What follows belongs to an exercise in optimizing a design on an open flow for small area, a short achievable clock period and few clock cycles per item; a production flow would make more cautious choices.
At most, simulation tests tie the RTL to the original design; equivalence was not proved.
Power is estimated from default activity; no workload was simulated.

willow:
==> flow/design.v <==
`timescale 1ns/1ps
module MODULE_STATIC_PROCESS (
    input clk,
    input rst,
    input [3:0] state_info,
    input [11:0] read_from_aux,
    input [11:0] read_from_ram,
    output reg [11:0] write2aux,
    output reg [11:0] write2ram,
    output reg [9:0] write2aux_addr,
    output reg [9:0] read_from_aux_addr,
    output reg [18:0] write2ram_addr,
    output reg [18:0] read_from_ram_addr,
    output reg ena_write_ram,
    output done
);
localparam [2:0] S_IDLE = 3'd0, S_FILT = 3'd1, S_HCLR = 3'd2, S_HCNT = 3'd3,
                 S_TA   = 3'd4, S_TC   = 3'd5, S_TW   = 3'd6, S_DONE = 3'd7;
reg [2:0] state;
reg       done_r;
assign done = done_r;
reg [1:0] op;             
wire op_blur   = (op == 2'd2);
wire op_emboss = (op == 2'd3);
wire [18:0] t = read_from_ram_addr;
wire [9:0]  ra = read_from_aux_addr;
wire in_filt = (state == S_FILT);
wire in_hcnt = (state == S_HCNT);
reg [11:0] px;
wire [3:0] R = px[11:8], G = px[7:4], B = px[3:0];
wire [47:0]  hR_T, hB_T;
wire [63:0]  hG_T;
wire [111:0] rR_T, rG_T, rB_T;
genvar gi;
generate
  for (gi = 0; gi < 16; gi = gi + 1) begin : tabs
    assign hR_T[gi*3 +: 3] = (30 * gi) / 100;
    assign hG_T[gi*4 +: 4] = (59 * gi) / 100;
    assign hB_T[gi*3 +: 3] = (11 * gi) / 100;
    assign rR_T[gi*7 +: 7] = (30 * gi) % 100;
    assign rG_T[gi*7 +: 7] = (59 * gi) % 100;
    assign rB_T[gi*7 +: 7] = (11 * gi) % 100;
  end
endgenerate
wire [2:0] hR = hR_T[R*3 +: 3], hB = hB_T[B*3 +: 3];
wire [3:0] hG = hG_T[G*4 +: 4];
wire [6:0] rR = rR_T[R*7 +: 7], rG = rG_T[G*7 +: 7], rB = rB_T[B*7 +: 7];
wire [8:0] sr = rR + rG + rB;
wire c2 = (sr >= 9'd200), c1 = (sr >= 9'd100);
wire [6:0] m1 = c2 ? sr - 9'd200 : c1 ? sr - 9'd100 : sr;
wire [3:0] g1 = hR + hG + hB + {c2, c1 & ~c2};
wire [3:0] pg = g1;
wire [6:0] pm = m1;
reg [3:0] e8, e9;
integer j;
always @* begin
  e8 = 4'd0;
  e9 = 4'd0;
  for (j = 1; j < 9; j = j + 1) if (pm >= (100 * j + 8) / 9) e8 = j;
  for (j = 1; j < 8; j = j + 1) if (pm >= (100 * j + 7) / 8) e9 = j;
end
wire [3:0] e2 = (op == 2'd0) ? e8 : op[1] ? {1'b0, e9[3:1]} : e9;
reg [11:0] ea;
reg [3:0]  eg, ee;
reg        ez, ew;        
reg        row0;          
wire [3:0] nTg = ea[11:8], nMg = ea[7:4], nBg = eg;
wire       nTh = ea[3],    nMh = ea[1],   nBh = ee[1];
wire [3:0] nMe = op_blur ? {2'b00, ea[1:0]} : ea[3:0];
wire [4:0] sT = op_blur ? {nTg, nTh} : {1'b0, nTg};
wire [4:0] sM = op_blur ? {nMg, nMh} : {1'b0, nMg};
wire [4:0] sB = op_blur ? {nBg, nBh} : {1'b0, nBg};
wire [3:0] dT = nTg;
wire [6:0] pN = dT + sM + nBg;                            
wire [6:0] plN = ew ? 7'd0 : op_emboss ? {3'd0, dT} : pN;
wire [6:0] prN = ez ? 7'd0 : op_emboss ? {3'd0, nBg} : pN;
wire [6:0] udN = sT + sB;
reg  [7:0] vN;
always @* begin
  case (op)
    2'd0: vN = nMg * 4'd9 + nMe;
    2'd1: vN = {1'b0, nMg, nMe[2:0]};
    default: vN = {2'b00, nMg, nMe[1:0]};
  endcase
end
wire subL = ~op[1];               
wire subR = ~op_blur;
wire [8:0] wN = op_emboss ? 9'd8 : vN + ({2'b00, udN} ^ {9{subL}}) + {subL, subL};
wire [8:0] lN = {2'b00, plN} ^ {9{subL}};
wire [8:0] rN = {2'b00, prN} ^ {9{subR}};
reg [8:0] w1;
reg [8:0] pl1, pl0;
wire [8:0] tot = w1 + pl0 + rN;
wire [3:0] res = op_blur ? tot[7:4] : (tot[8] ? 4'd0 : tot[3:0]);
reg        cp;            
reg [3:0]  cpb;           
reg        hb1;           
reg [3:0]  hbb;           
reg        hv1, hv2;
wire [11:0] hbase = ({1'b0, ra[4:0]} == write2aux_addr[5:0]) ? write2aux : read_from_aux;
wire [12:0] hnew = hbase + 13'd1;
wire        hcarry = hv2 & ~ra[4] & hnew[12];
wire        hold = in_hcnt & cp;
wire        hclr_last = (state == S_HCLR) && (ra[4:0] == 5'd31);
wire [3:0]  bin = ra[3:0];
wire [9:0]  ra_inc = ra + 10'd1;
wire [11:0] t_lo = t[11:0] + 12'd1;
wire [6:0]  t_hi = t[18:12] + {6'd0, in_tw | (&t[11:0])};
wire [18:0] t_inc = {t_hi, t_lo};
wire [11:0] dcnt = t[11:0];
wire [5:0]  col = t[17:12];
reg         tc1, dir;     
wire        in_tw = (state == S_TW);
wire        dok = ~dcnt[11];                        
wire [11:0] dm5 = dcnt - 12'd5;
wire        bottom = (write2ram_addr[18:7] >= 12'd2395);    
wire        go_up = ~dir & dok & ~dm5[11];
wire        go_down = dir & ~bottom;
wire        go_right = ~go_up & ~go_down;
wire        bar_end = go_right & (col == 6'd39);
wire        wr_step = ~in_tw | go_right;
wire [7:0]  wa_lo = {1'b0, write2ram_addr[6:0]} + {7'd0, wr_step};
wire [11:0] wa_hi = write2ram_addr[18:7] +
                    (wr_step ? {11'd0, wa_lo[7]} : go_up ? -12'd5 : 12'd5);
wire [18:0] wa_next = {wa_hi, wa_lo[6:0]};
wire [11:0] dnext = (tc1 ? {1'b0, ea[3:0], dcnt[6:0]} : dcnt) +
                    ((in_tw & go_down) ? 12'd5 : -12'd5);
wire [191:0] colour_T = {12'hFCC, 12'hFEE, 12'h9F9, 12'hEEF, 12'h8CF, 12'hFEB,
                         12'hBFF, 12'hFDB, 12'h9FF, 12'hFED, 12'hCFC, 12'hFFE,
                         12'h0F0, 12'hFFF, 12'hFF0, 12'hFFD};
wire [11:0] colour = colour_T[bin*12 +: 12];
localparam [18:0] T_WON  = 19'd643;       
localparam [18:0] T_WOFF = 19'd307201;    
localparam [18:0] T_HEND = 19'd307206;    
always @(posedge clk) begin
  px <= read_from_ram;
  ea <= read_from_aux;
  eg <= pg;
  ee <= e2;
  ez <= (ra == 10'd0);
  ew <= (ra == 10'd639);
  w1 <= wN;
  pl1 <= lN;
  pl0 <= pl1;
  hv2 <= hv1;
  hb1 <= hold;
  hbb <= cpb;
  cpb <= ra[3:0];
  cp <= in_hcnt & hcarry;
  hv1 <= hold | (in_hcnt & (t <= 19'd307198)) | hclr_last;
  case (state)
    S_FILT: write2ram <= {res, res, res};
    S_TA, S_TC, S_TW: write2ram <= colour;
    default: write2ram <= 12'd0;
  endcase
  case (state)
    S_FILT: begin
      write2aux_addr <= ra;
      write2aux <= {row0 ? 4'd0 : read_from_aux[7:4], pg,
                    op_blur ? {~row0 & read_from_aux[1], 1'b0, e2[1:0]} : e2};
    end
    S_HCLR: begin
      write2aux_addr <= ra;
      write2aux <= 12'd0;
    end
    default: begin
      write2aux_addr <= (in_hcnt & hv2) ? {5'd0, ra[4:0]} : 10'd32;
      write2aux <= hnew[11:0];
    end
  endcase
  case (state)
    S_IDLE: begin
      read_from_aux_addr <= 10'd0;
      write2ram_addr <= 19'd0;
      row0 <= 1'b1;
      read_from_ram_addr <= 19'd0;
      if (state_info[3]) op <= state_info[1:0];
    end
    S_FILT: begin
      read_from_ram_addr <= t_inc;
      if (t != 19'd0)
        read_from_aux_addr <= (ra == 10'd639) ? 10'd0 : ra_inc;
      if (t == 19'd640) row0 <= 1'b0;
      if (ena_write_ram) write2ram_addr <= wa_next;
    end
    S_HCLR: begin
      read_from_ram_addr <= 19'd0;
      read_from_aux_addr <= ra_inc;
    end
    S_HCNT: begin
      if (!cp) read_from_ram_addr <= t_inc;
      write2ram_addr <= (t == T_HEND) ? 19'd306560 : t;
      read_from_aux_addr <= (t == T_HEND) ? 10'd0 : {5'd0, hb1, hb1 ? hbb : g1};
    end
    S_TA: begin
      read_from_aux_addr <= {5'd0, 1'b1, bin};
      tc1 <= 1'b1;
      dir <= 1'b0;
      read_from_ram_addr[17:12] <= 6'd0;
    end
    S_TC: begin
      if (read_from_aux_addr[4]) begin
        read_from_ram_addr[11:0] <= {5'd0, ea[11:5]};
        read_from_aux_addr <= {6'd0, bin};
      end else begin
        read_from_ram_addr[11:0] <= dnext;
        tc1 <= 1'b0;
      end
    end
    S_TW: begin
      write2ram_addr <= wa_next;
      if (!go_right) read_from_ram_addr[11:0] <= dnext;
      if (go_right) begin
        read_from_ram_addr[17:12] <= t_hi[5:0];
        dir <= go_up | (~dir & dok);
      end
      if (bar_end) read_from_aux_addr <= ra_inc;
    end
    S_DONE: read_from_ram_addr <= 19'd0;
    default: ;
  endcase
end
always @(posedge clk) begin
  if (!rst) begin
    state <= S_IDLE;
    done_r <= 1'b0;
    ena_write_ram <= 1'b0;
  end else begin
    case (state)
      S_IDLE:
        if (state_info[3] && !state_info[2]) state <= S_FILT;
        else if (state_info == 4'd12) state <= S_HCLR;
      S_FILT: begin
        if (t == T_WON) ena_write_ram <= 1'b1;
        if (t == T_WOFF) begin
          ena_write_ram <= 1'b0;
          done_r <= 1'b1;
          state <= S_DONE;
        end
      end
      S_HCLR:
        if (ra[4:0] == 5'd31) state <= S_HCNT;
      S_HCNT: begin
        ena_write_ram <= (t < 19'd307200);
        if (t == T_HEND) state <= S_TA;
      end
      S_TA: state <= S_TC;
      S_TC: if (!tc1) begin
        ena_write_ram <= ~dnext[11];
        state <= S_TW;
      end
      S_TW: begin
        ena_write_ram <= ~bar_end & (dir | dok);
        if (bar_end) begin
          if (bin == 4'd15) begin
            done_r <= 1'b1;
            state <= S_DONE;
          end else begin
            state <= S_TA;
          end
        end
      end
      S_DONE:
        if (!state_info[3]) begin
          done_r <= 1'b0;
          state <= S_IDLE;
        end
      default: ;
    endcase
  end
end
endmodule
Settings: LEC_CHECK=0, CAP_MARGIN=20, CORE_MARGIN=2, CORE_UTILIZATION=55, CTS_BUF_LIST=sky130_fd_sc_hd__clkbuf_8, PLACE_DENSITY=0.7, SLEW_MARGIN=20; clock period 29.0 ns.
standard.sh (not shown) runs the stock make flow with config.mk's settings and CLKGATE_MAP_FILE= SYNTH_SCRIPT=/design/flow/synth_recipe.tcl, a recipe that flattens the netlist after the stock synthesis.
==> flow/flow/run.sh <==
#!/bin/bash
# Standard ORFS layout, with timing repair asked to leave extra setup slack
# at the design's 29 ns clock (the margin ORFS documents for finding a
# design's minimum period without editing the SDC), and port buffers of a
# stronger cell than the default pick.
set -euo pipefail
bash standard.sh SETUP_SLACK_MARGIN=22 "BUFFER_PORTS_ARGS=-buffer_cell sky130_fd_sc_hd__buf_2" finish > standard.log 2>&1
willow: all stages complete, timing, DRC and antenna checks passed
For juniper, these inputs were changed with respect to willow:
-- flow/design.v --
<<< willow, line 50
wire [6:0] m1 = c2 ? sr - 9'd200 : c1 ? sr - 9'd100 : sr;
wire [3:0] g1 = hR + hG + hB + {c2, c1 & ~c2};
wire [3:0] pg = g1;
wire [6:0] pm = m1;
reg [3:0] e8, e9;
integer j;
>>> juniper, line 50
wire [6:0] m1 = c2 ? sr - 9'd200 : c1 ? sr - 9'd100 : sr;
wire [3:0] g1 = hR + hG + hB + {c2, c1 & ~c2};
reg [3:0] pg;             
reg [6:0] pm;             
reg [3:0] e8, e9;
integer j;
<<< willow, line 130
                         12'h0F0, 12'hFFF, 12'hFF0, 12'hFFD};
wire [11:0] colour = colour_T[bin*12 +: 12];
localparam [18:0] T_WON  = 19'd643;       
localparam [18:0] T_WOFF = 19'd307201;    
localparam [18:0] T_HEND = 19'd307206;    
always @(posedge clk) begin
  px <= read_from_ram;
  ea <= read_from_aux;
  eg <= pg;
  ee <= e2;
>>> juniper, line 130
                         12'h0F0, 12'hFFF, 12'hFF0, 12'hFFD};
wire [11:0] colour = colour_T[bin*12 +: 12];
localparam [18:0] T_WON  = 19'd644;       
localparam [18:0] T_WOFF = 19'd307202;    
localparam [18:0] T_HEND = 19'd307206;    
always @(posedge clk) begin
  px <= read_from_ram;
  ea <= read_from_aux;
  pg <= g1;
  pm <= m1;
  eg <= pg;
  ee <= e2;
<<< willow, line 174
      write2ram_addr <= 19'd0;
      row0 <= 1'b1;
      read_from_ram_addr <= 19'd0;
      if (state_info[3]) op <= state_info[1:0];
    end
    S_FILT: begin
      read_from_ram_addr <= t_inc;
      if (t != 19'd0)
        read_from_aux_addr <= (ra == 10'd639) ? 10'd0 : ra_inc;
      if (t == 19'd640) row0 <= 1'b0;
      if (ena_write_ram) write2ram_addr <= wa_next;
    end
>>> juniper, line 176
      write2ram_addr <= 19'd0;
      row0 <= 1'b1;
      read_from_ram_addr <= (state_info[3] && !state_info[2]) ? 19'd1 : 19'd0;
      if (state_info[3]) op <= state_info[1:0];
    end
    S_FILT: begin
      read_from_ram_addr <= t_inc;
      if (t[18:1] != 18'd0)
        read_from_aux_addr <= (ra == 10'd639) ? 10'd0 : ra_inc;
      if (t == 19'd641) row0 <= 1'b0;
      if (ena_write_ram) write2ram_addr <= wa_next;
    end
Delta (juniper minus willow): fmax was more or less identical, share of total power in combinational logic went down by 5.4 points, global-route usage went up by 0.46 points, number of cell rows went up by 1.
Run comparison: juniper uppermost metal layer occupied by signal nets met4; willow uppermost metal layer occupied by signal nets met5
Critical-path cell with the highest stage delay = sky130_fd_sc_hd__dfxtp_1: juniper; critical-path cell with the highest stage delay = sky130_fd_sc_hd__edfxtp_1: willow
Compared with willow, in juniper final period demand of the worst path has increased, synthesized cell count higher, layout clock buffer count rose by 2.
Testbench counts of juniper, summed over its fixed seeds: cycles 5,411,422, frames 16.
For willow, only the layout was checked, not whether the RTL still works.

Setup of lane 2:
Another version of the RTL of MODULE_STATIC_PROCESS (not shown whole).
Size in the first run: about 1400 cells after synthesis, ~150 flip-flops, roughly 11000 sq um of cells after synthesis.
export LEC_CHECK = 0
export CAP_MARGIN = 20
export CORE_MARGIN = 2
export CORE_UTILIZATION = 55
export CTS_BUF_LIST = sky130_fd_sc_hd__clkbuf_8
export PLACE_DENSITY = 0.7
export SLEW_MARGIN = 20
create_clock -name core_clock -period 29.0 [get_ports {clk}]
Scripts as last shown in full above: flow/flow/run.sh
> inputs changed (lane 2 -> lane 4)
-- flow/design.v --
<<< lane 2, line 62
wire [3:0] e2 = (op == 2'd0) ? e8 : op[1] ? {1'b0, e9[3:1]} : e9;
reg [11:0] ea;
reg [3:0]  eg;
reg        ee1;           
reg        ez, ew;        
reg        row0;          
wire [3:0] nTg = ea[11:8], nMg = ea[7:4], nBg = eg;
wire       nTh = ea[3],    nMh = ea[1],   nBh = ee1;
wire [3:0] nMe = op_blur ? {2'b00, ea[1:0]} : ea[3:0];
wire [4:0] sT = op_blur ? {nTg, nTh} : {1'b0, nTg};
>>> lane 4, line 62
wire [3:0] e2 = (op == 2'd0) ? e8 : op[1] ? {1'b0, e9[3:1]} : e9;
reg [11:0] ea;
reg [3:0]  eg, ee;
reg        ez, ew;        
reg        row0;          
wire [3:0] nTg = ea[11:8], nMg = ea[7:4], nBg = eg;
wire       nTh = ea[3],    nMh = ea[1],   nBh = ee[1];
wire [3:0] nMe = op_blur ? {2'b00, ea[1:0]} : ea[3:0];
wire [4:0] sT = op_blur ? {nTg, nTh} : {1'b0, nTg};
<<< lane 2, line 104
wire        hclr_last = (state == S_HCLR) && (ra[4:0] == 5'd31);
wire [3:0]  bin = ra[3:0];
wire [11:0] dcnt = t[11:0];
wire [5:0]  col = t[17:12];
>>> lane 4, line 103
wire        hclr_last = (state == S_HCLR) && (ra[4:0] == 5'd31);
wire [3:0]  bin = ra[3:0];
wire [9:0]  ra_inc = ra + {9'd0, in_tw ? bar_end : (in_filt | (state == S_HCLR))};
wire [12:0] t_lo = {1'b0, t[11:0]} + {12'd0, ~hold};
wire [6:0]  t_hi = t[18:12] + {6'd0, in_tw ? go_right : t_lo[12]};
wire [18:0] t_inc = {t_hi, t_lo[11:0]};
wire [11:0] dcnt = t[11:0];
wire [5:0]  col = t[17:12];
<<< lane 2, line 116
wire        go_right = ~go_up & ~go_down;
wire        bar_end = go_right & (col == 6'd39);
wire [9:0]  ra_inc = ra + {9'd0, in_tw ? bar_end : (in_filt | (state == S_HCLR))};
wire [12:0] t_lo = {1'b0, t[11:0]} + {12'd0, ~hold};
wire [6:0]  t_hi = t[18:12] + {6'd0, in_tw ? go_right : t_lo[12]};
wire [18:0] t_inc = {t_hi, t_lo[11:0]};
wire        wr_step = in_filt_ena | (in_tw & go_right);
wire [7:0]  wa_lo = {1'b0, write2ram_addr[6:0]} + {7'd0, wr_step};
>>> lane 4, line 119
wire        go_right = ~go_up & ~go_down;
wire        bar_end = go_right & (col == 6'd39);
wire        wr_step = in_filt_ena | (in_tw & go_right);
wire [7:0]  wa_lo = {1'b0, write2ram_addr[6:0]} + {7'd0, wr_step};
<<< lane 2, line 138
  ea <= read_from_aux;
  eg <= pg;
  ee1 <= e2[1];
  ez <= (ra == 10'd0);
  ew <= (ra == 10'd639);
>>> lane 4, line 137
  ea <= read_from_aux;
  eg <= pg;
  ee <= e2;
  ez <= (ra == 10'd0);
  ew <= (ra == 10'd639);
<<< lane 2, line 165
    end
    default: begin
      write2aux_addr <= (in_hcnt & hv2) ? ra : 10'd32;
      write2aux <= hnew[11:0];
    end
>>> lane 4, line 164
    end
    default: begin
      write2aux_addr <= (in_hcnt & hv2) ? {5'd0, ra[4:0]} : 10'd32;
      write2aux <= hnew[11:0];
    end
Notes after the runs:
No stage failed in lane 4, and the final checks on the layout all came back clean. Against lane 2, lane 4 comes in 0.80% lower on area of combinational cells with multiple inputs. The end point of the critical path comes out read_from_aux_addr[2] in one run and write2aux[9]$_DFF_P_ in the other, namely in lane 2 and lane 4 respectively. From lane 2 to lane 4 the numbers moved as follows: internal power contribution held steady, utilization shrank by 0.26 points. For lane 4, the path type of the worst setup path was in2reg, unlike lane 2, where it was reg2out. In the tables for lane 2 and lane 4, total power per unit cell area reads lower with lane 2. Against lane 2, lane 4 reports a die area that is lower. Re non-clock buffer count: lane 4 is 2.5% up on lane 2. Number of antenna violations at the first check in global routing, lane 2 and lane 4: smaller value in lane 2. Measured against each other, lane 2 and lane 4 differ in simple-gate share of the synthesized area, the lower figure coming from lane 4. Via count for lane 4: 129 down relative to lane 2. Of the two candidates, lane 2 has the worse wire length after detailed routing and lane 4 the better one. Global-route usage ends up lower on lane 4.
Function was not checked in any run of this note: the RTL went through the layout flow alone.

-- what the ideal ports hide --
How much do the figures lean on ideal ports? The routed layouts below were timed once more, with nothing changed but the port constraints. Step 1: set_driving_cell puts a clkbuf_16 on clk and a buf_2 on each other input, an assumption about the parent block. Step 2, shift: input delay + t, output delay - t, t = (earliest + latest rising clock arrival at the registers) / 2. This alone moves slack from input paths to output paths. Slacks: ideal / step 1 / step 2; pairs: ideal / step 1.
run	shift t [ns]	slack for setup (ns)	hold WS [ns]	worst setup path at the end	cell pins on the clock port's net
willow	0.510	22.034 / 21.994 / 21.633	0.333 / 0.333 / 0.333	input to register	1
juniper	0.515	22.027 / 21.981 / 21.547	0.331 / 0.331 / 0.331	input to register	1
lane 2	0.510	22.024 / 21.983 / 21.670	0.336 / 0.336 / 0.336	input to register	1
lane 4	0.492	21.935 / 21.919 / 21.427	0.334 / 0.334 / 0.334	input to register	1
After both steps setup and hold are still met in every run listed. The setup slack of lane 4, which loses most, moves by -0.016 ns with the drivers and by -0.508 ns with both steps.
